What follows belongs to an exercise in optimizing a design on an open flow for small area, a short achievable clock period and few clock cycles; a production flow would make more cautious choices. At most, simulation tests tie the RTL to the original design; equivalence was not proved. The RTL of runs 1 and 2 was laid out without a check of its function. Power figures rest on the tool's default switching activity, not on a simulated workload.

===== flow/config.mk =====
export PLATFORM = sky130hd
export DESIGN_NAME = cpu_pl
export DESIGN_NICKNAME = cpu_pl
export VERILOG_FILES = /design/flow/design.v
export SDC_FILE = /design/flow/constraint.sdc
export NUM_CORES = 8
export LEC_CHECK = 0
export CAP_MARGIN = 20
export CORE_MARGIN = 2
export CORE_UTILIZATION = 40
export GPL_TIMING_DRIVEN = 1
export PLACE_DENSITY = 0.5
export SLEW_MARGIN = 20

===== flow/constraint.sdc =====
create_clock -name core_clock -period 10.5 [get_ports {clk}]
set_input_delay 2.1000 -clock core_clock [delete_from_list [all_inputs] [get_ports {clk}]]
set_output_delay 2.1000 -clock core_clock [all_outputs]
set_load 0.01 [all_outputs]

===== flow/design.v =====
module cpu_pl(
    input clk,
    input rst,
    output [31:0] imem_addr,
    input [31:0] imem_rdata,
    output [31:0] dmem_addr,
    output [31:0] dmem_wdata,
    output [3:0] dmem_wstrb,
    input [31:0] dmem_rdata
);
reg [7:0] pc;
reg [7:0] ras;           
reg d_valid;
reg [31:0] d_inst;
reg [7:0] d_pc;
reg [7:0] d_alt;         
reg [31:1] d_sel1, d_sel2;   
reg d_x2i1, d_x3i1, d_x2i2, d_x3i2;   
reg d_byp1, d_byp2;      
reg e_we, e_ld, e_st, e_br, e_jalr;
reg [4:0] e_rd;
reg [9:0] e_agu;         
reg [2:0] e_mf3;         
reg [31:0] e_a, e_b;
reg [11:0] e_i;          
reg [2:0] e_f3;          
reg e_sub, e_arith, e_passb;
reg e_pred;
reg [7:0] e_alt;
reg w_we;
reg [4:0] w_rd;
reg [31:0] w_res;
reg [31:0] w_sdata;
reg [3:0] w_strb;
wire w_st = |w_strb;
reg [31:0] m_addr;       
reg [31:0] rf [1:31];
reg [31:1] rf_v;
wire stall;              
wire redirect;
wire [7:0] redirect_pc;
wire [31:0] alu;
wire [31:0] ld;
wire [31:0] fi = imem_rdata;
wire f_jal = fi[6:2] == 5'b11011;
wire f_br = fi[6:2] == 5'b11000;
wire f_jalr = fi[6:2] == 5'b11001;
wire [7:0] f_tgt_j = pc + fi[29:22];
wire [7:0] f_tgt_b = pc + {fi[29:25], fi[11:9]};
wire [7:0] f_inc = pc + 8'd1;
wire [7:0] f_next = f_jal ? f_tgt_j : (f_br & fi[31]) ? f_tgt_b : f_jalr ? ras : f_inc;
wire [7:0] f_alt = f_br ? (fi[31] ? f_inc : f_tgt_b) : ras;
assign imem_addr = {18'b0, 2'b11, 2'b00, pc, 2'b00};
always @(posedge clk or posedge rst) begin
    if (rst) begin
        pc <= 8'd0;
        ras <= 8'd0;
        d_valid <= 1'b0;
    end else begin
        if (redirect) pc <= redirect_pc;
        else if (!stall) pc <= f_next;
        if (!stall && (f_jal | f_jalr) && fi[11:7] == 5'd1) ras <= f_inc;
        if (redirect) d_valid <= 1'b0;
        else if (!stall) d_valid <= 1'b1;
    end
end
always @(posedge clk) begin
    if (!stall) begin
        d_inst <= fi;
        d_pc <= pc;
        d_alt <= f_alt;
    end
end
wire [4:0] n_rs1 = stall ? d_inst[19:15] : imem_rdata[19:15];
wire [4:0] n_rs2 = stall ? d_inst[24:20] : imem_rdata[24:20];
wire [31:1] g_e, g_v;
genvar gr;
generate
    for (gr = 1; gr < 32; gr = gr + 1) begin : rsel
        assign g_e[gr] = e_we && e_rd == gr;
        assign g_v[gr] = (rf_v[gr] | (w_we && w_rd == gr)) && !g_e[gr];
        always @(posedge clk) begin
            d_sel1[gr] <= n_rs1 == gr && g_v[gr];
            d_sel2[gr] <= n_rs2 == gr && g_v[gr];
        end
    end
endgenerate
always @(posedge clk) begin
    d_byp1 <= e_we && e_rd == n_rs1;
    d_byp2 <= e_we && e_rd == n_rs2;
    d_x2i1 <= n_rs1 == 5'd2 && !(rf_v[2] | (w_we && w_rd == 5'd2)) && !g_e[2];
    d_x3i1 <= n_rs1 == 5'd3 && !(rf_v[3] | (w_we && w_rd == 5'd3)) && !g_e[3];
    d_x2i2 <= n_rs2 == 5'd2 && !(rf_v[2] | (w_we && w_rd == 5'd2)) && !g_e[2];
    d_x3i2 <= n_rs2 == 5'd3 && !(rf_v[3] | (w_we && w_rd == 5'd3)) && !g_e[3];
end
wire [4:0] op = d_inst[6:2];
wire [2:0] f3 = d_inst[14:12];
wire [4:0] rs1 = d_inst[19:15];
wire [4:0] rs2 = d_inst[24:20];
wire [4:0] rd = d_inst[11:7];
wire i_lui = op == 5'b01101;
wire i_auipc = op == 5'b00101;
wire i_jal = op == 5'b11011;
wire i_jalr = op == 5'b11001;
wire i_br = op == 5'b11000;
wire i_ld = op == 5'b00000;
wire i_st = op == 5'b01000;
wire i_opi = op == 5'b00100;
wire i_op = op == 5'b01100;
wire uses1 = ~(i_lui | i_auipc | i_jal);
wire uses2 = i_op | i_br | i_st;
wire writes = (i_lui | i_auipc | i_jal | i_jalr | i_ld | i_opi | i_op) && rd != 5'd0;
reg [31:0] rv1, rv2;
integer ri;
always @(*) begin
    rv1 = ({32{d_byp1}} & w_res) | (d_x2i1 ? 32'h00002ffc : 32'h0) | (d_x3i1 ? 32'h00001800 : 32'h0);
    rv2 = ({32{d_byp2}} & w_res) | (d_x2i2 ? 32'h00002ffc : 32'h0) | (d_x3i2 ? 32'h00001800 : 32'h0);
    for (ri = 1; ri < 32; ri = ri + 1) begin
        rv1 = rv1 | (rf[ri] & {32{d_sel1[ri]}});
        rv2 = rv2 | (rf[ri] & {32{d_sel2[ri]}});
    end
end
always @(posedge clk or posedge rst) begin
    if (rst) rf_v <= 31'b0;
    else if (w_we) rf_v[w_rd] <= 1'b1;
end
always @(posedge clk) begin
    if (w_we) rf[w_rd] <= w_res;
end
wire [9:0] d_agu = rv1[9:0] + d_inst[29:20];
assign stall = d_valid && (((i_ld | i_jalr) && e_we && e_rd == rs1) || (i_ld && e_st));
wire fwd1 = uses1 && e_we && e_rd == rs1;
wire fwd2 = uses2 && e_we && e_rd == rs2;
wire [8:0] d_inc = {1'b0, d_pc} + 9'd1;
wire [31:0] link = {18'b0, 2'b11, 1'b0, d_inc, 2'b00};
wire [31:0] pcfull = {18'b0, 2'b11, 2'b00, d_pc, 2'b00};
wire [31:0] imm_i = {{20{d_inst[31]}}, d_inst[31:20]};
wire [31:0] imm_u = {d_inst[31:12], 12'b0};
wire [31:0] a_id = i_auipc ? pcfull : rv1;
wire [31:0] b_id = (i_lui | i_auipc) ? imm_u : (i_jal | i_jalr) ? link : i_opi ? imm_i : rv2;
always @(posedge clk or posedge rst) begin
    if (rst) begin
        e_we <= 1'b0; e_ld <= 1'b0; e_st <= 1'b0; e_br <= 1'b0; e_jalr <= 1'b0;
    end else if (redirect || stall || !d_valid) begin
        e_we <= 1'b0; e_ld <= 1'b0; e_st <= 1'b0; e_br <= 1'b0; e_jalr <= 1'b0;
    end else begin
        e_we <= writes;
        e_ld <= i_ld;
        e_st <= i_st;
        e_br <= i_br;
        e_jalr <= i_jalr;
    end
end
wire fa_ld = fwd1 & e_ld;
wire fa_alu = fwd1 & ~e_ld;
wire fb_ld = fwd2 & e_ld;
wire fb_alu = fwd2 & ~e_ld;
always @(posedge clk) begin
    e_rd <= rd;
    e_agu <= d_agu;
    e_mf3 <= f3;
    e_a <= ({32{fa_ld}} & ld) | ({32{fa_alu}} & alu) | ({32{~fwd1}} & a_id);
    e_b <= ({32{fb_ld}} & ld) | ({32{fb_alu}} & alu) | ({32{~fwd2}} & b_id);
    e_i <= {d_inst[31:25], d_inst[11:7]};
    e_f3 <= (i_opi | i_op | i_br) ? f3 : 3'b000;
    e_sub <= i_op && f3 == 3'b000 && d_inst[30];
    e_arith <= d_inst[30];
    e_passb <= i_lui | i_jal | i_jalr;
    e_pred <= d_inst[31];
    e_alt <= d_alt;
end
wire [31:0] a = e_a;
wire [31:0] b = e_b;
wire [31:0] sum = a + b;
wire [32:0] dif = {1'b0, a} - {1'b0, b};
wire c_eq = a == b;
wire c_ltu = dif[32];
wire c_lt = (a[31] ^ b[31]) ? a[31] : c_ltu;
wire left = ~e_f3[2];
wire [31:0] sh_in;
wire [31:0] sh_out;
genvar gi;
generate
    for (gi = 0; gi < 32; gi = gi + 1) begin : rev
        assign sh_in[gi] = left ? a[31 - gi] : a[gi];
    end
endgenerate
wire [63:0] sh_wide = {{32{e_arith & a[31] & ~left}}, sh_in} >> b[4:0];
wire [31:0] sh_r = sh_wide[31:0];
generate
    for (gi = 0; gi < 32; gi = gi + 1) begin : rev2
        assign sh_out[gi] = left ? sh_r[31 - gi] : sh_r[gi];
    end
endgenerate
reg [31:0] alu_r;
always @(*) begin
    if (e_passb) alu_r = b;
    else case (e_f3)
        3'b000: alu_r = e_sub ? dif[31:0] : sum;
        3'b001: alu_r = sh_out;
        3'b010: alu_r = {31'b0, c_lt};
        3'b011: alu_r = {31'b0, c_ltu};
        3'b100: alu_r = a ^ b;
        3'b101: alu_r = sh_out;
        3'b110: alu_r = a | b;
        default: alu_r = a & b;
    endcase
end
assign alu = alu_r;
wire cond = (e_f3[2] ? (e_f3[1] ? c_ltu : c_lt) : c_eq) ^ e_f3[0];
wire br_mis = e_br && (cond != e_pred);
wire jalr_mis = e_jalr && (e_agu[9:2] != e_alt);
assign redirect = br_mis | jalr_mis;
assign redirect_pc = e_jalr ? e_agu[9:2] : e_alt;
wire [7:0] ld_b0 = e_agu[1] ? (e_agu[0] ? dmem_rdata[31:24] : dmem_rdata[23:16])
                            : (e_agu[0] ? dmem_rdata[15:8] : dmem_rdata[7:0]);
wire [7:0] ld_b1 = e_agu[1] ? dmem_rdata[31:24] : dmem_rdata[15:8];
wire ld_word = e_mf3[1];
wire ld_half = e_mf3[0];
wire ld_sign = ~e_mf3[2] & (ld_half ? ld_b1[7] : ld_b0[7]);
assign ld[7:0] = ld_b0;
assign ld[15:8] = ld_word ? dmem_rdata[15:8] : ld_half ? ld_b1 : {8{ld_sign}};
assign ld[31:16] = ld_word ? dmem_rdata[31:16] : {16{ld_sign}};
wire [31:0] ex_res = e_ld ? ld : alu;
wire [31:0] st_addr = a + {{20{e_i[11]}}, e_i};
wire [31:0] sdata = e_mf3[1] ? b : e_mf3[0] ? {2{b[15:0]}} : {4{b[7:0]}};
wire [3:0] strb = e_mf3[1] ? 4'b1111 : e_mf3[0] ? (st_addr[1] ? 4'b1100 : 4'b0011) : (4'b0001 << st_addr[1:0]);
always @(posedge clk or posedge rst) begin
    if (rst) begin
        w_we <= 1'b0;
        w_strb <= 4'b0;
    end else begin
        w_we <= e_we;
        w_strb <= e_st ? strb : 4'b0;
    end
end
always @(posedge clk) begin
    w_rd <= e_rd;
    w_res <= ex_res;
    w_sdata <= sdata;
    m_addr <= st_addr;
end
assign dmem_addr = {m_addr[31:10], w_st ? m_addr[9:2] : e_agu[9:2], m_addr[1:0]};
assign dmem_wdata = w_sdata;
assign dmem_wstrb = w_strb;
endmodule

===== flow/flow/run.sh =====
#!/bin/bash
# Layout flow: the standard flow (standard.sh), with the port buffers made
# of a fast buffer cell and timing repair aimed below the clock period.
set -euo pipefail
bash standard.sh synth > flow_synth.log 2>&1
bash standard.sh \
    "BUFFER_PORTS_ARGS=-buffer_cell sky130_fd_sc_hd__buf_4" \
    "SETUP_SLACK_MARGIN=${MARGIN:-7}" \
    finish > flow_layout.log 2>&1

===== flow/standard.sh =====
#!/bin/bash
# synth_recipe.tcl (not shown) runs the flow's synth.tcl, then flattens the netlist and writes it again
# the make line also repeats each setting of config.mk as NAME=value (left out here)
make -C /OpenROAD-flow-scripts/flow DESIGN_CONFIG=/design/flow/config.mk WORK_HOME=/design/flow/orfs CLKGATE_MAP_FILE= SYNTH_SCRIPT=/design/flow/synth_recipe.tcl "${@:-finish}"

==> results of run 1 <==
==> Yosys cell counts (all sizes together), types with 31 or more instances <==
library cell / number / area share (%)
ha: 161 / 3.0
nor4: 31 / 0.29
a21oi: 245 / 1.9
a22o: 255 / 3.4
a211oi: 35 / 0.40
dfrtp: 58 / 2.2
a21o: 48 / 0.54
dfxtp: 271 / 8.2
clkbuf: 260 / 1.5
mux2: 44 / 0.75
nor2: 280 / 1.6
nand2: 274 / 1.6
edfxtp: 1038 / 47
a22oi: 498 / 5.6
o21ai: 212 / 1.6
xnor2: 91 / 1.2
o21bai: 54 / 0.61
mux4: 64 / 2.2
xor2: 32 / 0.42
or3: 35 / 0.33
nand3: 120 / 0.91
nand4: 187 / 1.8
o22ai: 39 / 0.38
a221oi: 268 / 3.5
buf: 152 / 1.2
nor3: 151 / 1.2
mux2i: 61 / 0.93
inv: 140 / 0.79
==> metal layers <==
| metal | wire length (µm) | GRT usage (%) | share of wire, % | up-vias |
|---|---|---|---|---|
| met4 | 30200 | 27.3 | 8.4 | 22 |
| met1 | 127000 | 51.1 | 35 | 29387 |
| li1 | - | - | - | 22875 |
| met3 | 51900 | 15.3 | 14 | 1549 |
| met5 | 174 | 0 | 0.048 | - |
| met2 | 152000 | 60.4 | 42 | 5595 |
==> cell usage in the layout, fill, tap and decap left out, types with 28 or more instances in the layout <==
cell and instances:
clkinv_2 33, buf_12 31, inv_1 111, clkbuf_1 28
dfxtp_2 63, ha_1 119, a21oi_1 208, xor2_1 31
buf_6 57, buf_4 452, mux2i_1 51, dfxtp_4 42
xnor2_1 89, edfxtp_1 1038, nand2_1 265, o21ai_0 134
mux4_2 64, or3_1 30, o22ai_1 37, dfrtp_1 49
nand4_1 187, a221oi_1 257, o21ai_1 64, nor2_1 233
a22oi_1 496, ha_4 32, dfxtp_1 166, a22o_1 255
nand3_1 110, a21o_1 48, clkbuf_16 156, nor3_1 128
o21bai_1 53, nor2_4 40, nand2b_1 29
==> repair_timing <==
| item | in CTS | in global routing |
|---|---|---|
| pin swaps | 65 | 99 |
| hold endpoints to repair | 0 | 0 |
| resized for setup | 398 | 213 |
| buffers inserted | 123 | 85 |
| gates cloned | 12 | 3 |
| endpoints found under the setup margin | 252 | 202 |
==> stage by stage <==
step	hold WS (ns)	instance area [µm²]
finish	0.340	80700
CTS	0.341	78800
detailed placement	0.327	70600
floorplan	0.323	66700
global route	0.350	80700
global placement	0.328	70600
==> worst max-delay path: stages (launching register included) <==
cell	delay [ns]
dfrtp_1	0.41
nor4_4	0.35
buf_12	0.19
mux2_4	0.33
buf_6	0.13
==> cell type report <==
class	instances	area, µm²	share of cell area (%)
clock inverter	89	1090	1.35
inverter	145	619	0.767
timing repair buffer	576	5510	6.83
antenna	10	25.0	0.0310
sequential	1367	38300	47.5
multi-input combinational	3617	28400	35.1
clock buffer	191	4070	5.04
tap	2189	2740	3.39
==> power breakdown <==
part,internal [mW],switching (mW),total [mW],leakage (nW)
registers,6.38,0.403,6.79,12.6
clock network,3.20,2.37,5.57,2.51
logic,1.45,2.24,3.69,13.2
total,11.0,5.02,16.1,28.3
==> state kept, by name, indices dropped and copies added (netlist names), 3 cells and up <==
signal / flops
rf: 992
e_a: 32
e_b: 32
m_addr: 32
w_res: 32
w_sdata: 32
d_sel1: 31
d_sel2: 31
rf_v: 31
d_inst: 30
e_i: 12
e_agu: 10
d_alt: 8
d_pc: 8
e_alt: 8
pc: 8
ras: 8
w_rd: 5
w_strb: 4
e_f3: 3
e_mf3: 3
==> worst max-delay path by stage <==
stage	from	end	slack, ns
after floorplan	imem_rdata[22]	pc[6]	6.54
after global placement	e_b[1]	e_b[23]	5.24
after detailed placement	e_b[1]	e_a[23]	5.26
after CTS	w_strb[2]	dmem_addr[5]	6.18
after global routing	w_strb[1]	dmem_addr[5]	6.13
final	w_strb[1]	dmem_addr[5]	6.20
==> cell families (layout without fill, tap and decap cells) <==
| group | Yosys count | after routing |
|---|---|---|
| AO/OA/AOI/OAI | 1900 | 1900 |
| other | 2 | 34 |
| flip-flops | 1367 | 1367 |
| buffers and inverters | 557 | 1001 |
| XOR/XNOR | 123 | 123 |
| multiplexers | 169 | 169 |
| adder cells (fa/ha/maj) | 167 | 167 |
| AND/OR/NAND/NOR | 1233 | 1234 |
==> flow_metrics.tcl, run 1 <==
set metrics [dict create \
    htree_levels 4 \
    fin_worst_skew_ns 0.0542 \
    syn-mean-instance-area_um2 12.0 \
    worst-slew-pin-transition_ns 1.37 \
    initial_core_util_pct 40.2 \
    clockRootBuffer "clkbuf_16" \
    cts_tree "yes" \
    path_class "flop to output port" \
    peakVddDrop_mv 0.178 \
    portBuffers 139 \
    rsz0062_at_grt "true" \
    synthToLayoutAreaGrowth_pct 21.9 \
    r2r-end "e_st" \
    grt_pass1_vias 55220 \
    fp.dieW_um 411 \
    num_rows 149 \
    fp.dieH_um 411 \
    core_um2 165000 \
    dp_slack_ns 5.26 \
    totalWireLength_um 361000 \
    synth_edf_count 1038 \
    yosysUniqueCellTypes 94 \
    whs_path_depth 0 \
    layout_min_cycle_time_ns 4.30 \
    gp_congestion 0.992 \
    min_path_type "flop to flop" \
    power.total_mw 16.1 \
    yosys.area_share.adder_pct 3.22 \
    clock_sinks 1367 \
    grt_start_max_net_pins 59 \
    place_inst 7669 \
    critPathArrivalTime_ns 2.20 \
    synth_compound_area_share_pct 21.1 \
    num-fill-cells 14599 \
    synth_top_family_by_area "compound AO/OA/AOI/OAI gates" \
    cts_hold_buf 0 \
    drtIter0Drc 11747 \
    cp-start-kind "flop" \
    hold_violations 0 \
    synthMuxAreaShare_pct 3.86 \
    dpl.hpwl_um 209000 \
    drc 0 \
    clkSlewWorstSetupHoldPaths_ns 0.06 \
    rr_startpoint "e_b[3]" \
    die_area_um2 169000 \
    synth-seq-cells 1367 \
    fin_nets 6090 \
    syn_inst 5518 \
    ios 166 \
    ant_nets 0 \
    status "no timing/DRC/antenna violations" \
    num_vias 59428 \
    drt-wirelength-per-cell_um 44.1 \
    synth_xor_area_share_pct 1.63 \
    yosysWarnings 1 \
    setup_violations 0 \
    worstPathMaxFanout 8 \
    fin_tns_setup_ns 0 \
    yosysSeqAreaShare_pct 57.5 \
    clk_latency_ns 0.83 \
    grt_pass1_wl_um 477000 \
    ys.flop_type "edfxtp_1" \
    syn_area_um2 66200 \
    slew_headroom_pct 7.91 \
    synthSimpleGateAreaFrac_pct 9.20 \
    p_leak_nw 28.3 \
    antenna_found_initial 17 \
    cts_buffers 150 \
    utilization_pct 49.0 \
    via_per_inst 7.26 \
    stdcell_count 8184 \
    cp.required_ns 8.40 \
    crit_path_end_kind "output port" \
    first_pass_iters 10 \
    report.final.slew_viol_count 0 \
    p_per_area_nw_per_um2 199 \
    maxCapViolCount 0 \
    async_flop_share_pct 4.24 \
    globalRoute.totalOverflow 0 \
    drive_gt1_share_pct 23.0 \
    grt.total_usage_pct 41.3 \
    worstHoldStart "d_alt[1]" \
    fmax_ghz 0.233 \
    r2r_cells 17 \
    fin_crit_sh_pct 40.9 \
    holdPathEnd "e_alt[1]" \
    r2r_slack_ns 6.85 \
    setup_ws_ns 6.20 \
    clockBufferDepth 3 \
]
==> run 2: changes to the inputs <==
--- a/flow/design.v
+++ b/flow/design.v
@@ -34,4 +34,3 @@
 reg [3:0] w_strb;
-wire w_st = |w_strb;
-reg [31:0] m_addr;       
+reg [31:0] m_addr;
 reg [31:0] rf [1:31];
@@ -240,5 +239,7 @@
     w_sdata <= sdata;
-    m_addr <= st_addr;
-end
-assign dmem_addr = {m_addr[31:10], w_st ? m_addr[9:2] : e_agu[9:2], m_addr[1:0]};
+    m_addr[31:10] <= st_addr[31:10];
+    m_addr[1:0] <= st_addr[1:0];
+    m_addr[9:2] <= e_st ? st_addr[9:2] : d_agu[9:2];
+end
+assign dmem_addr = m_addr;
 assign dmem_wdata = w_sdata;
==> flow_metrics.tcl, run 2 <==
set metrics [dict create \
    worstPathMaxFanout 24 \
    ant_nets 0 \
    drtIter0Drc 12486 \
    fp.dieH_um 411 \
    first_pass_iters 9 \
    fin_worst_skew_ns 0.0525 \
    drt-wirelength-per-cell_um 44.5 \
    p_sw_share_pct 31.3 \
    fin_tns_setup_ns 0 \
    htree_levels 4 \
    cp.required_ns 11.19 \
    syn_area_um2 66300 \
    p_sw_mw 5.00 \
    largest_reg_flops 992 \
    stdcell_count 8174 \
    syn-mean-instance-area_um2 12.1 \
    clkSlewWorstSetupHoldPaths_ns 0.06 \
    maxCapViolCount 0 \
    layout_min_cycle_time_ns 3.73 \
    fin_crit_sh_pct 35.5 \
    num_rows 149 \
    report.final.slew_viol_count 0 \
    p_int_mw 11.0 \
    antenna_found_initial 19 \
    core_um2 165000 \
    min_path_type "flop to flop" \
    totalWireLength_um 364000 \
    grt_pass1_wl_um 482000 \
    cts_tree "yes" \
    async_flop_share_pct 4.24 \
    die_area_um2 169000 \
    grt.total_usage_pct 41.6 \
    clock_sinks 1367 \
    portBuffers 139 \
    yosys-top-cells-area "edfxtp_1 47%, dfxtp_1 8.2%, a22oi_1 5.2%" \
    fmax_ghz 0.268 \
    clockPowerShare_pct 34.7 \
    num_vias 60738 \
    dpl.hpwl_um 213000 \
    ys_top_cells_by_count "1038 x edfxtp_1, 455 x a22oi_1, 286 x a221oi_1, 280 x clkbuf_1, 272 x a22o_1" \
    p_leak_nw 28.6 \
    synthToLayoutAreaGrowth_pct 22.8 \
    drc 0 \
    critPathArrivalTime_ns 4.42 \
    stdcell_area_um2 81400 \
    slew_headroom_pct 10.3 \
    rsz0062_at_grt "true" \
    p_per_area_nw_per_um2 196 \
    final_common_cell "edfxtp_1" \
    yosysSeqAreaShare_pct 57.4 \
    top_register "rf" \
    syn_inst 5475 \
    grt_pass1_vias 55760 \
    worst-slew-pin-transition_ns 1.34 \
    clockBufferDepth 3 \
    hold_violations 0 \
    clk_latency_ns 0.83 \
    peakVddDrop_mv 0.155 \
    synth_largest_area_cell "edfxtp_1" \
    yosysWarnings 1 \
    fin_nets 6074 \
    path_class "flop to flop" \
    ys.flop_type "edfxtp_1" \
    synth_edf_count 1038 \
    fp.dieW_um 411 \
    via_per_inst 7.43 \
    grt_start_max_net_pins 59 \
    ios 166 \
    crit_path_end_kind "flop" \
    p_seq_share_pct 42.3 \
    clockRootBuffer "clkbuf_16" \
    drive_gt1_share_pct 23.7 \
    synth_top_cell_area_share_pct 47.0 \
    initial_core_util_pct 40.2 \
    postPlaceCellArea_um2 70900 \
    power_frac_comb_pct 23.0 \
    cp-start-kind "flop" \
    place_inst 7656 \
    globalRoute.totalOverflow 0 \
    synth-seq-cells 1367 \
    gp_congestion 0.995 \
    synth.most_common_cell "edfxtp_1" \
    layout_common_cells "1038 x edfxtp_1, 451 x a22oi_1, 442 x buf_4" \
    setup_violations 0 \
    cts_buffers 151 \
    status "no timing/DRC/antenna violations" \
    yosysUniqueCellTypes 90 \
]
## run 2: cell count changes after synthesis, moves of 22 or more
| cell | change |
|---|---|
| o21ai_0 | +40 |
| a21o_1 | +30 |
| nand2_1 | -53 |
| a22oi_1 | -43 |
| inv_1 | +22 |
| buf_4 | -26 |
| o21bai_1 | -36 |
| o21ai_1 | -53 |
| xnor2_1 | -22 |
## run 2: worst max-delay path, cell delays in order (launching register included)
cell and delay (ns):
dfxtp_2 0.45, buf_6 0.34, a22oi_1 0.24, nand3_1 0.10, or4_4 0.58, ha_4 0.20
fa_2 0.35, a21oi_2 0.15, nor2_1 0.05, nor2_1 0.15, o21bai_1 0.11, a21oi_2 0.16
o21bai_1 0.11, a21oi_2 0.19, xnor2_2 0.12, mux2_2 0.28
## run 2: what timing repair did
action	in CTS	in global routing
resized for setup	475	214
hold buffers	0	0
setup endpoints to repair	289	198
setup buffers	139	61
pin swaps	94	111
gates cloned	18	3
## run 2: cell type report
class	count	area, µm²
well taps	2189	2740
repair buffers	588	5870
clock inverters	77	875
fillers	14511	83400
clock buffers	206	4230
inverters	155	624
diodes	14	35.0
flip-flops and latches	1367	38200
multi-input cells	3578	28800
## run 2: worst paths after layout
| kind | from | to | slack (ns) | depth (start not counted) |
|---|---|---|---|---|
| worst min-delay path | d_alt[0] | e_alt[0] | 0.33 | 0 |
| max in group asynchronous | rst | pc[5] | 8.30 | 3 |
| worst max register to register | d_sel1[8] | m_addr[8] | 6.77 | 15 |
| min in group asynchronous | rst | ras[2] | 1.55 | 3 |
| worst min register to register | d_alt[0] | e_alt[0] | 0.33 | 0 |
| worst max-delay path | d_sel1[8] | m_addr[8] | 6.77 | 15 |
## run 2: cells by family (layout without fill, tap and decap cells)
logic type / Yosys count / after routing / share of synthesized area, %
buf+inv: 553 / 1026 / 3.41
simple gates: 1163 / 1164 / 8.79
flops: 1367 / 1367 / 57.4
other cells: 2 / 38 / 0.0113
fa+ha+maj: 167 / 167 / 3.22
xor+xnor: 111 / 111 / 1.47
mux: 188 / 188 / 4.28
compound gates: 1924 / 1924 / 21.4
## run 2: through the flow
stage	power, mW	utilization, %	worst slack [ns]	hold WS (ns)
after floorplan	8.32	-	6.67	0.323
after global placement	9.63	43.0	5.24	0.325
after detailed placement	9.62	43.0	5.16	0.327
after CTS	15.6	48.4	6.88	0.332
after global routing	16.3	49.4	6.74	0.352
final	16.0	49.4	6.77	0.330
## run 2: layer usage
| layer | GRT usage, % | share of wire (%) |
|---|---|---|
| met1 | 54.3 | 36 |
| met2 | 58.5 | 41 |
| met3 | 15.1 | 15 |
| met4 | 25.7 | 8.2 |
| met5 | 0 | 0.021 |
## run 2: power groups by stage
stage | combinational [mW] | sequential [mW] | clock (mW)
2_1_floorplan | 1.50 | 6.83 | 0
3_3_place_gp | 2.75 | 6.87 | 0
3_5_place_dp | 2.74 | 6.88 | 0
4_1_cts | 3.30 | 6.74 | 5.55
5_1_grt | 3.81 | 6.78 | 5.75
6_report | 3.68 | 6.76 | 5.55
==> run 3: changes to the inputs <==
--- a/flow/design.v
+++ b/flow/design.v
@@ -18,3 +18,2 @@
 reg d_x2i1, d_x3i1, d_x2i2, d_x3i2;   
-reg d_byp1, d_byp2;      
 reg e_we, e_ld, e_st, e_br, e_jalr;
@@ -72,5 +71,5 @@
 end
-wire [4:0] n_rs1 = stall ? d_inst[19:15] : imem_rdata[19:15];
-wire [4:0] n_rs2 = stall ? d_inst[24:20] : imem_rdata[24:20];
-wire [31:1] g_e, g_v;
+wire [4:0] n_rs1 = stall ? d_inst[19:15] : fi[19:15];
+wire [4:0] n_rs2 = stall ? d_inst[24:20] : fi[24:20];
+wire [31:1] n_v;
 genvar gr;
@@ -78,7 +77,6 @@
     for (gr = 1; gr < 32; gr = gr + 1) begin : rsel
-        assign g_e[gr] = e_we && e_rd == gr;
-        assign g_v[gr] = (rf_v[gr] | (w_we && w_rd == gr)) && !g_e[gr];
+        assign n_v[gr] = rf_v[gr] | (w_we && w_rd == gr);
         always @(posedge clk) begin
-            d_sel1[gr] <= n_rs1 == gr && g_v[gr];
-            d_sel2[gr] <= n_rs2 == gr && g_v[gr];
+            d_sel1[gr] <= n_rs1 == gr && n_v[gr];
+            d_sel2[gr] <= n_rs2 == gr && n_v[gr];
         end
@@ -87,8 +85,6 @@
 always @(posedge clk) begin
-    d_byp1 <= e_we && e_rd == n_rs1;
-    d_byp2 <= e_we && e_rd == n_rs2;
-    d_x2i1 <= n_rs1 == 5'd2 && !(rf_v[2] | (w_we && w_rd == 5'd2)) && !g_e[2];
-    d_x3i1 <= n_rs1 == 5'd3 && !(rf_v[3] | (w_we && w_rd == 5'd3)) && !g_e[3];
-    d_x2i2 <= n_rs2 == 5'd2 && !(rf_v[2] | (w_we && w_rd == 5'd2)) && !g_e[2];
-    d_x3i2 <= n_rs2 == 5'd3 && !(rf_v[3] | (w_we && w_rd == 5'd3)) && !g_e[3];
+    d_x2i1 <= n_rs1 == 5'd2 && !n_v[2];
+    d_x3i1 <= n_rs1 == 5'd3 && !n_v[3];
+    d_x2i2 <= n_rs2 == 5'd2 && !n_v[2];
+    d_x3i2 <= n_rs2 == 5'd3 && !n_v[3];
 end
@@ -111,12 +107,14 @@
 wire writes = (i_lui | i_auipc | i_jal | i_jalr | i_ld | i_opi | i_op) && rd != 5'd0;
-reg [31:0] rv1, rv2;
+reg [31:0] rf1, rf2;
 integer ri;
 always @(*) begin
-    rv1 = ({32{d_byp1}} & w_res) | (d_x2i1 ? 32'h00002ffc : 32'h0) | (d_x3i1 ? 32'h00001800 : 32'h0);
-    rv2 = ({32{d_byp2}} & w_res) | (d_x2i2 ? 32'h00002ffc : 32'h0) | (d_x3i2 ? 32'h00001800 : 32'h0);
+    rf1 = (d_x2i1 ? 32'h00002ffc : 32'h0) | (d_x3i1 ? 32'h00001800 : 32'h0);
+    rf2 = (d_x2i2 ? 32'h00002ffc : 32'h0) | (d_x3i2 ? 32'h00001800 : 32'h0);
     for (ri = 1; ri < 32; ri = ri + 1) begin
-        rv1 = rv1 | (rf[ri] & {32{d_sel1[ri]}});
-        rv2 = rv2 | (rf[ri] & {32{d_sel2[ri]}});
-    end
-end
+        rf1 = rf1 | (rf[ri] & {32{d_sel1[ri]}});
+        rf2 = rf2 | (rf[ri] & {32{d_sel2[ri]}});
+    end
+end
+wire [31:0] rv1 = (w_we && w_rd == rs1) ? w_res : rf1;
+wire [31:0] rv2 = (w_we && w_rd == rs2) ? w_res : rf2;
 always @(posedge clk or posedge rst) begin
@@ -172,6 +170,5 @@
 wire [31:0] b = e_b;
-wire [31:0] sum = a + b;
-wire [32:0] dif = {1'b0, a} - {1'b0, b};
+wire [31:0] sum = a + (e_sub ? ~b : b) + {31'b0, e_sub};
 wire c_eq = a == b;
-wire c_ltu = dif[32];
+wire c_ltu = a < b;
 wire c_lt = (a[31] ^ b[31]) ? a[31] : c_ltu;
@@ -197,3 +194,3 @@
     else case (e_f3)
-        3'b000: alu_r = e_sub ? dif[31:0] : sum;
+        3'b000: alu_r = sum;
         3'b001: alu_r = sh_out;
--- a/flow/flow/run.sh
+++ b/flow/flow/run.sh
@@ -7,3 +7,3 @@
     "BUFFER_PORTS_ARGS=-buffer_cell sky130_fd_sc_hd__buf_4" \
-    "SETUP_SLACK_MARGIN=${MARGIN:-7}" \
+    "SETUP_SLACK_MARGIN=6.5" \
     finish > flow_layout.log 2>&1
--- a/flow/config.mk
+++ b/flow/config.mk
@@ -10,2 +10,4 @@
 export CORE_UTILIZATION = 40
+export CTS_CLUSTER_DIAMETER = 120
+export CTS_CLUSTER_SIZE = 22
 export GPL_TIMING_DRIVEN = 1
==> flow_metrics.tcl, run 3 <==
set metrics [dict create \
    grt_pass1_vias 51890 \
    syn_area_um2 65200 \
    min_path_type "flop to flop" \
    gp_congestion 1.00 \
    dpl.hpwl_um 200000 \
    drt-wirelength-per-cell_um 43.5 \
    peakVddDrop_mv 0.133 \
    htree_levels 3 \
    ys_top_cells_by_count "1038 x edfxtp_1, 326 x a22oi_1, 317 x a221oi_1, 309 x a22o_1, 291 x a21oi_1" \
    synthSimpleGateAreaFrac_pct 8.31 \
    syn_inst 5350 \
    hold_violations 0 \
    via_per_inst 7.30 \
    cp-start-kind "flop" \
    layout_common_cells "1038 x edfxtp_1, 356 x buf_4, 324 x a22oi_1" \
    status "no timing/DRC/antenna violations" \
    fin_nets 5710 \
    num-fill-cells 15103 \
    path_class "flop to flop" \
    portBuffers 139 \
    async_flop_share_pct 4.25 \
    regArea_um2 38200 \
    place_inst 7511 \
    largest_reg_flops 992 \
    multi_input_area_um2 25700 \
    fin_tns_setup_ns 0 \
    ys.flop_type "edfxtp_1" \
    clockBufferDepth 3 \
    synth_largest_area_cell "edfxtp_1" \
    worst-slew-pin-transition_ns 1.29 \
    clock_sinks 1365 \
    clockRootBuffer "clkbuf_16" \
    critPathArrivalTime_ns 4.65 \
    yosys-top-cells-area "edfxtp_1 48%, dfxtp_1 8.3%, a221oi_1 4.3%" \
    fmax_ghz 0.248 \
    grt.total_usage_pct 38.6 \
    slew_headroom_pct 13.1 \
    cts_tree "yes" \
    first_pass_iters 12 \
    syn-mean-instance-area_um2 12.2 \
    p_leak_nw 25.4 \
    top_register "rf" \
    worstPathMaxFanout 35 \
    rsz0062_at_grt "true" \
    totalWireLength_um 335000 \
    synth_xor_area_share_pct 1.98 \
    layout_min_cycle_time_ns 4.04 \
    ios 166 \
    globalRoute.totalOverflow 0 \
    stdcell_area_um2 72500 \
    antenna_found_initial 14 \
    yosysSeqAreaShare_pct 58.3 \
    postPlaceCellArea_um2 69400 \
    synth_top_cell_area_share_pct 47.8 \
    synthToLayoutAreaGrowth_pct 11.2 \
    initial_core_util_pct 40.2 \
    clkSlewWorstSetupHoldPaths_ns 0.09 \
    report.final.slew_viol_count 0 \
    fin_worst_skew_ns 0.0486 \
    cp.required_ns 11.11 \
    final_common_cell "edfxtp_1" \
    grt_start_max_net_pins 59 \
    core_um2 162000 \
    crit_path_end_kind "flop" \
    grt_pass1_wl_um 444000 \
    maxCapViolCount 0 \
    num_rows 148 \
    yosysWarnings 1 \
    fp.dieH_um 408 \
    yosys.area_share.adder_pct 3.82 \
    utilization_pct 44.7 \
    die_area_um2 166000 \
    ant_nets 0 \
    synth_top_family_by_area "compound AO/OA/AOI/OAI gates" \
    drive_gt1_share_pct 14.0 \
    drc 0 \
    cts_buffers 73 \
    fin_crit_sh_pct 38.5 \
    yosysUniqueCellTypes 86 \
    setup_violations 0 \
    synth.most_common_cell "edfxtp_1" \
    fp.dieW_um 408 \
    drtIter0Drc 12104 \
    synth_compound_area_share_pct 20.7 \
    num_vias 56124 \
    stdcell_count 7688 \
    synthMuxAreaShare_pct 3.50 \
    clk_latency_ns 0.75 \
    synth-seq-cells 1365 \
    p_per_area_nw_per_um2 176 \
    synth_edf_count 1038 \
]
run 3: per-layer routing:
layer / GRT usage, % / share of wire (%) / up-vias
met5: 0 / 0.070 / -
met4: 21.1 / 7.0 / 10
met3: 11.2 / 14 / 1232
met2: 54.8 / 41 / 5305
met1: 53.0 / 38 / 28005
li1: - / - / 21572
run 3: logic make-up (layout without fill, tap and decap cells):
group / Yosys count / in the layout
AND/OR/NAND/NOR: 1109 / 1110
multiplexers: 159 / 159
adder cells (fa/ha/maj): 196 / 196
XOR/XNOR: 147 / 147
buffers and inverters: 532 / 657
flip-flops: 1365 / 1365
AO/OA/AOI/OAI: 1840 / 1840
other: 2 / 39
run 3: stage by stage:
step	total power [mW]	setup slack [ns]	hold slack, ns
2_1_floorplan	8.20	6.52	0.323
3_3_place_gp	9.43	5.44	0.324
3_5_place_dp	9.44	5.50	0.327
4_1_cts	12.6	6.39	0.351
5_1_grt	13.1	6.34	0.357
6_report	12.8	6.46	0.346
run 3: path summary, 6_finish.rpt:
kind | endpoint | cells past startpoint | from | slack [ns]
setup / recovery | e_b[16] | 10 | e_f3[2] | 6.46
hold / removal | e_alt[2] | 0 | d_alt[2] | 0.35
setup reg to reg | e_b[16] | 10 | e_f3[2] | 6.46
hold reg to reg | e_alt[2] | 0 | d_alt[2] | 0.35
max in group asynchronous | w_we | 3 | rst | 8.28
min in group asynchronous | ras[3] | 3 | rst | 1.61
run 3: where the power goes:
part	switching (mW)	total, mW	internal (mW)	leakage (nW)
Combinational	1.66	2.56	0.898	11.7
Clock	1.88	3.25	1.36	1.02
Sequential	0.543	6.95	6.41	12.6
run 3: layout make-up:
cell class	instances	area share, %
inverters	146	0.765
clock inverters	8	0.171
multi-input cells	3476	35.4
flip-flops and latches	1365	52.6
clock buffers	117	2.81
repair buffers	386	4.37
well taps	2175	3.76
diodes	15	0.0518
run 3: critical path: stages, from the launching register on:
cell	delay [ns]
dfxtp_2	0.32
buf_4	0.41
buf_12	0.30
mux4_2	0.57
mux2_2	0.31
a21oi_1	0.21
mux2i_1	0.34
o311ai_2	0.54
o221ai_1	0.27
a21o_1	0.39
a21bo_2	0.24
run 3: timing repair:
item | CTS | global route
setup endpoints to repair | 117 | 117
cloned | 1 | 2
pin swaps | 7 | 12
buffers inserted | 13 | 20
gates resized for setup | 85 | 61
hold buffers | 0 | 0
Testbench counts of run 3, summed over its fixed seeds: cycles 446,765.
==> run 4: changes to the inputs <==
--- a/flow/flow/run.sh
+++ b/flow/flow/run.sh
@@ -7,3 +7,3 @@
     "BUFFER_PORTS_ARGS=-buffer_cell sky130_fd_sc_hd__buf_4" \
-    "SETUP_SLACK_MARGIN=6.5" \
+    "SETUP_SLACK_MARGIN=7" \
     finish > flow_layout.log 2>&1
==> flow_metrics.tcl, run 4 <==
set metrics [dict create \
    core_um2 162000 \
    yosysWarnings 1 \
    crit_path_end_kind "flop" \
    async_flop_share_pct 4.25 \
    clockPowerShare_pct 24.9 \
    yosysSeqAreaShare_pct 58.3 \
    num_vias 57280 \
    p_int_mw 8.85 \
    fin_crit_sh_pct 35.9 \
    yosysUniqueCellTypes 86 \
    synthSimpleGateAreaFrac_pct 8.31 \
    drt-wirelength-per-cell_um 43.5 \
    grt_pass1_vias 53051 \
    clockRootBuffer "clkbuf_16" \
    htree_levels 3 \
    clkSlewWorstSetupHoldPaths_ns 0.10 \
    p_leak_nw 26.4 \
    synthToLayoutAreaGrowth_pct 15.5 \
    dpl.hpwl_um 199000 \
    setup_ws_ns 6.73 \
    p_sw_share_pct 32.4 \
    p_per_area_nw_per_um2 174 \
    yosys-top-cells-area "edfxtp_1 48%, dfxtp_1 8.3%, a221oi_1 4.3%" \
    p_seq_share_pct 52.3 \
    critPathMaxStageDelay_ns 0.49 \
    report.final.slew_viol_count 0 \
    fin_nets 5857 \
    via_per_inst 7.31 \
    synth_top_cell_area_share_pct 47.8 \
    grt_use_met2_pct 54.8 \
    synth_top_family_by_area "compound AO/OA/AOI/OAI gates" \
    synthMuxAreaShare_pct 3.50 \
    hold_slack_ns 0.345 \
    largest_reg_flops 992 \
    worst-slew-pin-transition_ns 1.24 \
    fp.dieW_um 408 \
    synth_xor_area_share_pct 1.98 \
    cp-start-kind "flop" \
    syn_area_um2 65200 \
    clk_latency_ns 0.77 \
    initial_core_util_pct 40.2 \
    worstPathMaxFanout 15 \
    grt-busiest-layer "met2" \
    ys_top_cells_by_count "1038 x edfxtp_1, 326 x a22oi_1, 317 x a221oi_1, 309 x a22o_1, 291 x a21oi_1" \
    gp_congestion 0.986 \
    cts_tree "yes" \
    rsz0062_at_grt "true" \
    p_sw_mw 4.23 \
    fin_tns_setup_ns 0 \
    synth_largest_area_cell "edfxtp_1" \
    utilization_pct 46.4 \
    fp.dieH_um 408 \
    top_register "rf" \
    ios 166 \
    fin_worst_skew_ns 0.0584 \
    drive_gt1_share_pct 19.1 \
    setup_violations 0 \
    clockBufferDepth 3 \
    synth_edf_count 1038 \
    cpMostUsedCell "a21o_1" \
    antenna_found_initial 18 \
    crit_path_cell_trace "buf_8 -> a22o_1 -> a221oi_1 -> nand4_1 -> nor3_4 -> a21oi_4 -> ha_4 -> inv_2 -> fa_2 -> inv_2 -> a21oi_2 -> o21bai_1 -> a21o_1 -> a21o_1 -> a21o_1 -> a21oi_2 -> xnor2_2 -> nor2_1 -> a21oi_1" \
    slowest_stage "nor3_4" \
    grt_util_met3_pct 12.7 \
    first_pass_iters 19 \
    synth_compound_area_share_pct 20.7 \
    cp.required_ns 11.17 \
    ys.flop_type "edfxtp_1" \
    path_class "flop to flop" \
    grt_pass1_wl_um 452000 \
    ant_nets 0 \
    cts_buffers 73 \
    fmax_ghz 0.266 \
    globalRoute.totalOverflow 0 \
    layout_min_cycle_time_ns 3.77 \
    dp_slack_ns 5.58 \
    syn_inst 5350 \
    power_frac_comb_pct 22.7 \
    syn-mean-instance-area_um2 12.2 \
    maxCapViolCount 0 \
    drc 0 \
    critPathArrivalTime_ns 4.44 \
    power.total_mw 13.1 \
    synth.most_common_cell "edfxtp_1" \
    cp_num_buf_inv 3 \
    layout_common_cells "1038 x edfxtp_1, 451 x buf_4, 323 x a22oi_1" \
    die_area_um2 166000 \
    hold_violations 0 \
    slew_headroom_pct 17.5 \
    clock_sinks 1365 \
    final_common_cell "edfxtp_1" \
    drtIter0Drc 12144 \
    critical_path.top_delay_family "compound AO/OA/AOI/OAI gates" \
    yosys.area_share.adder_pct 3.82 \
    totalWireLength_um 341000 \
    peakVddDrop_mv 0.123 \
    synth-seq-cells 1365 \
    cts_hold_buf 0 \
    num_rows 148 \
    grt_start_max_net_pins 63 \
    grtUsageMet1_pct 53.8 \
    portBuffers 139 \
    grt.total_usage_pct 39.3 \
    min_path_type "flop to flop" \
    status "no timing/DRC/antenna violations" \
]
run 4: cell counts after synthesis:
Identical to the previous run, type by type.
run 4: timing repair:
item	4_1_cts	5_1_grt
pin swaps	65	74
setup endpoints to repair	200	151
endpoints found under the hold margin	0	0
setup buffers	100	72
resized for setup	292	163
gates cloned	9	7
run 4: per-stage QoR:
| step | cells | area (µm²) |
|---|---|---|
| 2_1_floorplan | 5372 | 65400 |
| 3_3_place_gp | 7507 | 69400 |
| 3_5_place_dp | 7507 | 69400 |
| 4_1_cts | 7748 | 73800 |
| 5_1_grt | 7827 | 75300 |
| 6_report | 7840 | 75300 |
run 4: final timing paths:
kind                       cells after the start  startpoint   endpoint  slack [ns]
max reg2reg                                   19  d_sel1[16]  m_addr[8]        6.73
min                                            0    d_alt[3]   e_alt[3]        0.34
min reg2reg                                    0    d_alt[3]   e_alt[3]        0.34
max in group asynchronous                      3         rst      pc[0]        8.28
max                                           19  d_sel1[16]  m_addr[8]        6.73
min in group asynchronous                      3         rst     ras[4]        1.57
run 4: routing by layer:
metal | wire length, µm | vias up
li1 | - | 21904
met1 | 128000 | 28499
met2 | 137000 | 5557
met3 | 51100 | 1302
met4 | 23800 | 18
met5 | 207 | -
run 4: logic make-up (layout without fill, tap and decap cells):
kind of cell | count (synthesis) | after routing
AO/OA/AOI/OAI | 1840 | 1840
XOR/XNOR | 147 | 147
adder cells (fa/ha/maj) | 196 | 196
buffers and inverters | 532 | 811
flip-flops | 1365 | 1365
multiplexers | 159 | 159
other | 2 | 37
AND/OR/NAND/NOR | 1109 | 1110
run 4: area by class of cell:
cell class	instances	area, µm²
fill	14806	86900
sequential	1365	38200
multi-input combinational	3476	26600
timing repair buffer	533	4930
tap	2175	2720
clock buffer	120	2000
inverter	146	577
clock inverter	12	169
antenna	13	32.5
run 4: power groups by stage:
stage	logic (mW)	registers, mW	clock network (mW)
final	2.98	6.84	3.26
after CTS	2.73	6.82	3.26
after detailed placement	2.48	6.98	0
after floorplan	1.32	6.90	0
after global placement	2.48	6.98	0
after global routing	3.11	6.87	3.44
==> run 5: changes to the inputs <==
--- a/flow/flow/run.sh
+++ b/flow/flow/run.sh
@@ -7,3 +7,3 @@
     "BUFFER_PORTS_ARGS=-buffer_cell sky130_fd_sc_hd__buf_4" \
-    "SETUP_SLACK_MARGIN=7" \
+    "SETUP_SLACK_MARGIN=${MARGIN:-7}" \
     finish > flow_layout.log 2>&1
--- a/flow/config.mk
+++ b/flow/config.mk
@@ -10,4 +10,2 @@
 export CORE_UTILIZATION = 40
-export CTS_CLUSTER_DIAMETER = 120
-export CTS_CLUSTER_SIZE = 22
 export GPL_TIMING_DRIVEN = 1
==> flow_metrics.tcl, run 5 <==
set metrics [dict create \
    status "no timing/DRC/antenna violations" \
    startpoint "d_sel1[2]" \
    num_vias 57680 \
    layout_common_cells "1038 x edfxtp_1, 435 x buf_4, 323 x a22oi_1" \
    final_common_cell "edfxtp_1" \
    cp-start-kind "flop" \
    syn_inst 5350 \
    clkSlewWorstSetupHoldPaths_ns 0.06 \
    fin_worst_skew_ns 0.0424 \
    r2r_cells 19 \
    yosysWarnings 1 \
    rr_startpoint "d_sel1[2]" \
    via_per_inst 7.23 \
    ys.flop_type "edfxtp_1" \
    hold_slack_ns 0.323 \
    ant_nets 0 \
    antenna_found_initial 17 \
    totalWireLength_um 342000 \
    largest_reg_flops 992 \
    initial_core_util_pct 40.2 \
    worstPathMaxFanout 4 \
    async_flop_share_pct 4.25 \
    grt_start_max_net_pins 63 \
    grt.total_usage_pct 39.6 \
    synth.most_common_cell "edfxtp_1" \
    gp_congestion 0.986 \
    globalRoute.totalOverflow 0 \
    htree_levels 4 \
    cts_buffers 149 \
    min_path_type "flop to flop" \
    endpoint "m_addr[6]" \
    drive_gt1_share_pct 20.9 \
    hold_violations 0 \
    report.final.slew_viol_count 0 \
    rsz0062_at_grt "true" \
    core_um2 162000 \
    crit_path_end_kind "flop" \
    setup_violations 0 \
    slew_headroom_pct 16.0 \
    worst-slew-pin-transition_ns 1.26 \
    clk_latency_ns 0.82 \
    die_area_um2 166000 \
    clockBufferDepth 3 \
    drt-wirelength-per-cell_um 42.9 \
    num-fill-cells 14620 \
    maxCapViolCount 0 \
    ios 166 \
    syn-mean-instance-area_um2 12.2 \
    first_pass_iters 9 \
    fmax_ghz 0.263 \
    synth_top_cell_area_share_pct 47.8 \
    ys_top_cells_by_count "1038 x edfxtp_1, 326 x a22oi_1, 317 x a221oi_1, 309 x a22o_1, 291 x a21oi_1" \
    multi_input_area_um2 26600 \
    synth-seq-cells 1365 \
    cts_tree "yes" \
    fp.dieW_um 408 \
    num_rows 148 \
    layout_min_cycle_time_ns 3.80 \
    path_class "flop to flop" \
    yosysSeqAreaShare_pct 58.3 \
    drtIter0Drc 11721 \
    cts_hold_buf 0 \
    peakVddDrop_mv 0.197 \
    drc 0 \
    dpl.hpwl_um 199000 \
    portBuffers 139 \
    place_inst 7507 \
    yosysUniqueCellTypes 86 \
    cp.required_ns 11.20 \
    p_per_area_nw_per_um2 195 \
    clock_sinks 1365 \
    grt_pass1_vias 53611 \
    synthToLayoutAreaGrowth_pct 19.6 \
    synth_edf_count 1038 \
    top_register "rf" \
    fin_nets 5926 \
    fp.dieH_um 408 \
    grt_pass1_wl_um 455000 \
    fin_tns_setup_ns 0 \
    critPathArrivalTime_ns 4.51 \
    p_leak_nw 27.8 \
    fin_crit_sh_pct 36.2 \
    syn_area_um2 65200 \
    clockRootBuffer "clkbuf_16" \
    yosys-top-cells-area "edfxtp_1 48%, dfxtp_1 8.3%, a221oi_1 4.3%" \
    r2r-end "m_addr[6]" \
    r2r_slack_ns 6.70 \
    synth_largest_area_cell "edfxtp_1" \
    regArea_um2 38200 \
    stdcell_count 7973 \
]
run 5: timing repair:
item	4_1_cts	5_1_grt
pin swaps	63	77
gates cloned	12	3
endpoints found under the setup margin	195	157
buffers inserted	102	64
gates resized for setup	310	149
run 5: worst max-delay path: stages (launching register included):
cell and delay (ns):
dfxtp_2 0.32, buf_12 0.14, buf_16 0.13, a22o_1 0.21, a221oi_2 0.17, nand4_1 0.22, nor3_4 0.53, a21oi_2 0.18
ha_4 0.21, inv_2 0.05, fa_2 0.20, inv_2 0.04, a21oi_2 0.13, o21bai_1 0.11, a21o_1 0.17, a21o_1 0.16
buf_4 0.13, buf_6 0.12, xor2_4 0.15, mux2_4 0.27
run 5: metal layers:
layer  up-vias  track usage, %  share of wire, %
met1     28849            53.9                38
met3      1313            13.0                14
li1      22108               -                 -
met4        14            22.8               7.0
met2      5396            55.1                40
met5         -           0.115             0.030
run 5: stage by stage:
| stage | utilization [%] | total power, mW | area [µm²] | setup slack [ns] |
|---|---|---|---|---|
| 6_report | 48.0 | 15.2 | 77900 | 6.70 |
| 5_1_grt | 48.0 | 15.5 | 77900 | 6.69 |
| 4_1_cts | 47.3 | 14.9 | 76700 | 6.88 |
| 3_5_place_dp | 42.8 | 9.46 | 69400 | 5.58 |
| 3_3_place_gp | 42.8 | 9.46 | 69400 | 5.56 |
| 2_1_floorplan | - | 8.22 | 65400 | 6.62 |
run 5: area by class of cell:
type                            count  area share, %
Clock buffer                      210           5.53
Timing Repair Buffer              526           6.28
Sequential cell                  1365           49.1
Antenna cell                       12         0.0385
Tap cell                         2175           3.49
Multi-Input combinational cell   3476           34.1
Clock inverter                     63          0.716
Inverter                          146          0.736
run 5: report_power, final:
| group | switching, mW | internal (mW) | leakage [nW] |
|---|---|---|---|
| clock network | 2.28 | 3.04 | 2.40 |
| registers | 0.446 | 6.42 | 12.6 |
| logic | 1.88 | 1.11 | 12.7 |
run 5: worst min-delay path by stage:
stage,start,endpoint,cells past startpoint
after CTS,d_alt[3],e_alt[3],0
final,d_alt[3],e_alt[3],0
after detailed placement,d_alt[5],e_alt[5],0
after global routing,d_alt[3],e_alt[3],0
after floorplan,d_alt[0],e_alt[0],0
after global placement,d_alt[2],e_alt[2],0
run 5: logic make-up (layout without fill, tap and decap cells):
kind of cell,count (synthesis),after routing,share of synthesized area (%)
compound gates,1840,1840,20.7
flops,1365,1365,58.3
simple gates,1109,1110,8.31
buf+inv,532,945,3.32
fa+ha+maj,196,196,3.82
mux,159,159,3.50
xor+xnor,147,147,1.98
other cells,2,36,0.0115
==> run 6: changes to the inputs <==
--- a/flow/flow/run.sh
+++ b/flow/flow/run.sh
@@ -7,3 +7,3 @@
     "BUFFER_PORTS_ARGS=-buffer_cell sky130_fd_sc_hd__buf_4" \
-    "SETUP_SLACK_MARGIN=${MARGIN:-7}" \
+    "SETUP_SLACK_MARGIN=7.5" \
     finish > flow_layout.log 2>&1
--- a/flow/config.mk
+++ b/flow/config.mk
@@ -10,2 +10,4 @@
 export CORE_UTILIZATION = 40
+export CTS_CLUSTER_DIAMETER = 130
+export CTS_CLUSTER_SIZE = 26
 export GPL_TIMING_DRIVEN = 1
==> flow_metrics.tcl, run 6 <==
set metrics [dict create \
    synth.most_common_cell "edfxtp_1" \
    clockPowerShare_pct 22.4 \
    portBuffers 139 \
    power.total_mw 13.2 \
    p_leak_nw 27.5 \
    maxCapViolCount 0 \
    power_frac_comb_pct 25.5 \
    fp.dieW_um 408 \
    fin_nets 5960 \
    drive_gt1_share_pct 25.9 \
    totalWireLength_um 346000 \
    num-fill-cells 14613 \
    drc 0 \
    critPathArrivalTime_ns 4.32 \
    worst-slew-pin-transition_ns 1.20 \
    p_per_area_nw_per_um2 168 \
    setup_ws_ns 6.87 \
    dpl.hpwl_um 197000 \
    initial_core_util_pct 40.2 \
    setup_violations 0 \
    drtIter0Drc 11272 \
    grt_pass1_wl_um 457000 \
    stdcell_area_um2 78500 \
    drt-wirelength-per-cell_um 43.6 \
    cp.required_ns 11.19 \
    globalRoute.totalOverflow 0 \
    grt_start_max_net_pins 65 \
    synth_top_cell_area_share_pct 47.8 \
    slew_headroom_pct 19.8 \
    synthToLayoutAreaGrowth_pct 20.5 \
    syn-mean-instance-area_um2 12.2 \
    yosysSeqAreaShare_pct 58.3 \
    core_um2 162000 \
    p_sw_mw 4.31 \
    syn_inst 5350 \
    stdcell_count 7936 \
    synth_largest_area_cell "edfxtp_1" \
    ant_nets 0 \
    ys_top_cells_by_count "1038 x edfxtp_1, 326 x a22oi_1, 317 x a221oi_1, 309 x a22o_1, 291 x a21oi_1" \
    fp.dieH_um 408 \
    synth-seq-cells 1365 \
    place_inst 7501 \
    worstPathMaxFanout 4 \
    path_class "flop to flop" \
    grt.total_usage_pct 39.7 \
    die_area_um2 166000 \
    yosysUniqueCellTypes 86 \
    utilization_pct 48.4 \
    hold_slack_ns 0.358 \
    ys.flop_type "edfxtp_1" \
    ios 166 \
    clkSlewWorstSetupHoldPaths_ns 0.10 \
    postPlaceCellArea_um2 69600 \
    hold_violations 0 \
    p_int_mw 8.89 \
    layout_min_cycle_time_ns 3.63 \
    min_path_type "flop to flop" \
    first_pass_iters 8 \
    fin_tns_setup_ns 0 \
    fin_worst_skew_ns 0.0904 \
    yosysWarnings 1 \
    async_flop_share_pct 4.25 \
    clockRootBuffer "clkbuf_16" \
    p_sw_share_pct 32.6 \
    peakVddDrop_mv 0.165 \
    p_seq_share_pct 52.1 \
    cts_tree "yes" \
    cp-start-kind "flop" \
    top_register "rf" \
    largest_reg_flops 992 \
    rsz0062_at_grt "true" \
    fmax_ghz 0.276 \
    num_vias 57776 \
    antenna_found_initial 21 \
    syn_area_um2 65200 \
    clock_sinks 1365 \
    report.final.slew_viol_count 0 \
    dp_slack_ns 5.68 \
    status "no timing/DRC/antenna violations" \
    cts_buffers 60 \
    fin_crit_sh_pct 34.5 \
    via_per_inst 7.28 \
    yosys-top-cells-area "edfxtp_1 48%, dfxtp_1 8.3%, a221oi_1 4.3%" \
    clk_latency_ns 0.79 \
    clockBufferDepth 3 \
    synth_edf_count 1038 \
    num_rows 148 \
    final_common_cell "edfxtp_1" \
    gp_congestion 1.03 \
    grt_pass1_vias 53511 \
    htree_levels 2 \
    crit_path_end_kind "flop" \
    layout_common_cells "1038 x edfxtp_1, 414 x buf_4, 319 x a22oi_1" \
]
[run 6: metal layers]
layer / wire [µm] / up-vias / GRT usage (%)
met4: 24400 / 26 / 22.6
met2: 141000 / 5364 / 55.7
met5: 426 / - / 0.977
met1: 130000 / 29082 / 53.4
li1: - / 22073 / -
met3: 50800 / 1231 / 13.3
[run 6: worst max-delay path, cell delays in order (launching register included)]
cell	delay (ns)
dfxtp_4	0.36
buf_12	0.14
buf_4	0.20
a22o_1	0.24
a221oi_1	0.22
nand3_1	0.16
nor4_4	0.61
a21oi_2	0.22
ha_4	0.29
a21o_1	0.20
a21o_1	0.17
a21o_1	0.16
a21oi_2	0.16
xnor2_2	0.14
nor2_1	0.08
a21oi_1	0.18
[run 6: cells by family after synthesis]
kind of cell,Yosys count,synth area share [%]
flops,1365,58.3
other cells,2,0.0115
buf+inv,532,3.32
fa+ha+maj,196,3.82
mux,159,3.50
compound gates,1840,20.7
xor+xnor,147,1.98
simple gates,1109,8.31
[run 6: final timing paths]
check                            from         to  slack (ns)  cells past startpoint
setup / recovery           d_sel1[31]  m_addr[8]        6.87                     15
hold / removal               d_alt[3]   e_alt[3]        0.36                      0
setup reg to reg           d_sel1[31]  m_addr[8]        6.87                     15
hold reg to reg              d_alt[3]   e_alt[3]        0.36                      0
max in group asynchronous         rst      pc[4]        8.30                      3
min in group asynchronous         rst     ras[0]        1.60                      3
[run 6: power groups by stage]
stage	clock network, mW	logic [mW]	registers (mW)
finish	2.96	3.37	6.88
global route	3.13	3.50	6.90
CTS	2.96	3.04	6.87
detailed placement	0	2.44	7.02
global placement	0	2.44	7.01
floorplan	0	1.35	6.90
[run 6: final cells by class]
type / count / area (µm²) / share of cell area, %
diodes: 11 / 27.5 / 0.0351
clock buffers: 107 / 1700 / 2.16
clock inverters: 7 / 125 / 0.159
inverters: 146 / 612 / 0.779
multi-input cells: 3478 / 28400 / 36.2
flip-flops and latches: 1365 / 38400 / 48.9
well taps: 2175 / 2720 / 3.47
repair buffers: 646 / 6500 / 8.28
repair inverters: 1 / 16.3 / 0.0207
[run 6: what timing repair did]
item,4_1_cts,5_1_grt
gates resized for setup,749,280
pin swaps,192,166
hold endpoints to repair,0,0
cloned,18,4
setup endpoints to repair,405,331
hold buffers,0,0
buffers inserted,220,67
==> run 7: changes to the inputs <==
--- a/flow/flow/run.sh
+++ b/flow/flow/run.sh
@@ -7,3 +7,3 @@
     "BUFFER_PORTS_ARGS=-buffer_cell sky130_fd_sc_hd__buf_4" \
-    "SETUP_SLACK_MARGIN=7.5" \
+    "SETUP_SLACK_MARGIN=7" \
     finish > flow_layout.log 2>&1
==> flow_metrics.tcl, run 7 <==
set metrics [dict create \
    postPlaceCellArea_um2 69400 \
    totalWireLength_um 340000 \
    worst-slew-pin-transition_ns 1.25 \
    antenna_found_initial 19 \
    crit_path_end_kind "flop" \
    critPathArrivalTime_ns 4.41 \
    yosysWarnings 1 \
    drt-wirelength-per-cell_um 43.6 \
    fp.dieW_um 408 \
    largest_reg_flops 992 \
    p_sw_share_pct 32.6 \
    grt_start_max_net_pins 63 \
    fin_tns_setup_ns 0 \
    ys_top_cells_by_count "1038 x edfxtp_1, 326 x a22oi_1, 317 x a221oi_1, 309 x a22o_1, 291 x a21oi_1" \
    rsz0062_at_grt "true" \
    min_path_type "flop to flop" \
    layout_common_cells "1038 x edfxtp_1, 444 x buf_4, 324 x a22oi_1" \
    globalRoute.totalOverflow 0 \
    final_common_cell "edfxtp_1" \
    r2r_slack_ns 6.79 \
    fin_crit_sh_pct 35.4 \
    critPathMaxStageDelay_ns 0.43 \
    p_sw_mw 4.17 \
    cts_tree "yes" \
    syn-mean-instance-area_um2 12.2 \
    fmax_ghz 0.269 \
    drive_gt1_share_pct 18.8 \
    synth_largest_area_cell "edfxtp_1" \
    core_um2 162000 \
    path_class "flop to flop" \
    p_per_area_nw_per_um2 171 \
    p_int_mw 8.63 \
    worstPathMaxFanout 18 \
    syn_area_um2 65200 \
    stdcell_area_um2 75000 \
    whs_path_depth 0 \
    top_register "rf" \
    maxCapViolCount 0 \
    power_frac_comb_pct 23.4 \
    grt.total_usage_pct 39.1 \
    synth.most_common_cell "edfxtp_1" \
    num_rows 148 \
    ys.flop_type "edfxtp_1" \
    syn_inst 5350 \
    status "no timing/DRC/antenna violations" \
    cp-start-kind "flop" \
    fin_worst_skew_ns 0.110 \
    grt_pass1_wl_um 450000 \
    p_leak_nw 26.3 \
    rr_startpoint "d_sel1[20]" \
    synthToLayoutAreaGrowth_pct 15.0 \
    drc 0 \
    holdPathEnd "e_alt[7]" \
    die_area_um2 166000 \
    hold_slack_ns 0.351 \
    ios 166 \
    initial_core_util_pct 40.2 \
    via_per_inst 7.26 \
    fin_nets 5844 \
    gp_congestion 0.986 \
    layout_min_cycle_time_ns 3.71 \
    synth-seq-cells 1365 \
    clkSlewWorstSetupHoldPaths_ns 0.11 \
    async_flop_share_pct 4.25 \
    synth_edf_count 1038 \
    drtIter0Drc 12129 \
    critical_path.top_delay_family "compound AO/OA/AOI/OAI gates" \
    htree_levels 2 \
    cp_num_buf_inv 4 \
    slowest_stage "nor3_4" \
    ant_nets 0 \
    clock_sinks 1365 \
    slew_headroom_pct 16.6 \
    synth_top_cell_area_share_pct 47.8 \
    p_seq_share_pct 53.5 \
    num_vias 56772 \
    dpl.hpwl_um 199000 \
    clk_latency_ns 0.82 \
    fp.dieH_um 408 \
    yosysUniqueCellTypes 86 \
    hold_violations 0 \
    cp.required_ns 11.20 \
    portBuffers 139 \
    worstHoldStart "d_alt[7]" \
    report.final.slew_viol_count 0 \
    utilization_pct 46.2 \
    grt_pass1_vias 52647 \
    clockBufferDepth 3 \
    cpMostUsedCell "a21o_1" \
    clockRootBuffer "clkbuf_16" \
    r2r-end "m_addr[8]" \
    crit_path_cell_trace "buf_6 -> buf_8 -> a22oi_1 -> nand4_1 -> nor3_4 -> a21oi_4 -> ha_4 -> inv_2 -> fa_2 -> inv_2 -> a21oi_2 -> o21bai_1 -> a21o_1 -> a21o_1 -> a21o_1 -> a21oi_2 -> xnor2_2 -> nor2_1 -> a21oi_1" \
    yosysSeqAreaShare_pct 58.3 \
    cts_buffers 60 \
    first_pass_iters 10 \
    yosys-top-cells-area "edfxtp_1 48%, dfxtp_1 8.3%, a221oi_1 4.3%" \
    cts_hold_buf 0 \
    clockPowerShare_pct 23.2 \
    r2r_cells 19 \
    peakVddDrop_mv 0.159 \
    setup_violations 0 \
]
run 7: cell counts after synthesis:
Identical to the previous run, type by type.
run 7: kinds of logic (layout without fill, tap and decap cells):
family / count (synthesis) / in the layout / share of synthesized area, %
compound gates: 1840 / 1840 / 20.7
xor+xnor: 147 / 147 / 1.98
fa+ha+maj: 196 / 196 / 3.82
buf+inv: 532 / 787 / 3.32
flops: 1365 / 1365 / 58.3
mux: 159 / 159 / 3.50
other cells: 2 / 36 / 0.0115
simple gates: 1109 / 1110 / 8.31
run 7: worst max-delay path by stage:
stage                     depth (start not counted)           start  slack [ns]        end
after floorplan                                   9  dmem_rdata[31]        6.62    e_b[31]
after global placement                            9  dmem_rdata[23]        5.56  w_res[19]
after detailed placement                          9  dmem_rdata[23]        5.58  w_res[19]
after CTS                                        20       d_sel1[2]        6.86  m_addr[8]
after global routing                             20       d_sel1[2]        6.74  m_addr[8]
final                                            19      d_sel1[20]        6.79  m_addr[8]
run 7: repair_timing:
item	in CTS	in global routing
setup buffers	93	77
resized for setup	295	169
cloned	10	8
endpoints found under the setup margin	199	157
pin swaps	59	77
run 7: cell type report:
class / count / area (µm²)
Sequential cell: 1365 / 38200
Clock buffer: 101 / 1670
Tap cell: 2175 / 2720
Antenna cell: 12 / 30.0
Inverter: 146 / 581
Fill cell: 14851 / 87300
Clock inverter: 7 / 145
Timing Repair Buffer: 533 / 4960
Multi-Input combinational cell: 3476 / 26600
run 7: per-layer routing:
metal  track usage (%)  share of wire, %  vias to the layer above
met5             0.948             0.096                        -
met4              20.7               6.8                       22
met3              12.2                15                     1203
met2              55.2                41                     5286
met1              53.6                38                    28406
li1                  -                 -                    21855
run 7: stage by stage:
stage | power, mW | setup WS [ns] | std cells
finish | 12.8 | 6.79 | 7815
global route | 13.1 | 6.74 | 7803
CTS | 12.5 | 6.86 | 7718
detailed placement | 9.46 | 5.58 | 7507
global placement | 9.46 | 5.56 | 7507
floorplan | 8.22 | 6.62 | 5372
run 7: power by group through the flow:
stage,clock [mW],combinational (mW),sequential (mW)
6_report,2.96,2.99,6.84
5_1_grt,3.12,3.12,6.87
4_1_cts,2.95,2.73,6.82
3_5_place_dp,0,2.48,6.98
3_3_place_gp,0,2.48,6.98
2_1_floorplan,0,1.32,6.90

-- afterwards: timing with drivers on the ports --
How much do the figures lean on ideal ports? The routed layouts below were timed once more, with nothing changed but the port constraints. Step 1 assumes that a clkbuf_16 drives the clock port and a buf_2 every other input. Step 2 moves the port delays by t, midway between the first and last clock arrival at a register: inputs arrive t later, outputs are due t later. That takes back most of the time a late clock gives input paths. a / b / c = ideal / step 1 / step 2; a / b = the first two.
run | shift t [ns] | setup WS [ns] | hold WS [ns] | latest minus earliest clock arrival (ns) | worst data-port slew with drivers (ns)
run 1 | 0.876 | 6.202 / 6.121 / 6.025 | 0.340 / 0.340 / 0.340 | 0.074 / 0.074 | 0.08
run 2 | 0.902 | 6.775 / 6.775 / 6.111 | 0.330 / 0.330 / 0.330 | 0.058 / 0.058 | 0.12
run 3 | 0.801 | 6.463 / 6.463 / 5.870 | 0.346 / 0.346 / 0.346 | 0.065 / 0.065 | 0.07
run 4 | 0.836 | 6.735 / 6.735 / 6.272 | 0.345 / 0.345 / 0.345 | 0.074 / 0.074 | 0.08
run 5 | 0.887 | 6.695 / 6.695 / 6.184 | 0.323 / 0.323 / 0.323 | 0.042 / 0.042 | 0.08
run 6 | 0.844 | 6.873 / 6.873 / 6.241 | 0.358 / 0.358 / 0.358 | 0.114 / 0.114 | 0.09
run 7 | 0.850 | 6.786 / 6.786 / 6.261 | 0.351 / 0.351 / 0.351 | 0.125 / 0.124 | 0.08
After both steps setup and hold are still met in every run listed. The setup slack of run 2, which loses most, moves by 0.000 ns with the drivers and by -0.664 ns with both steps.
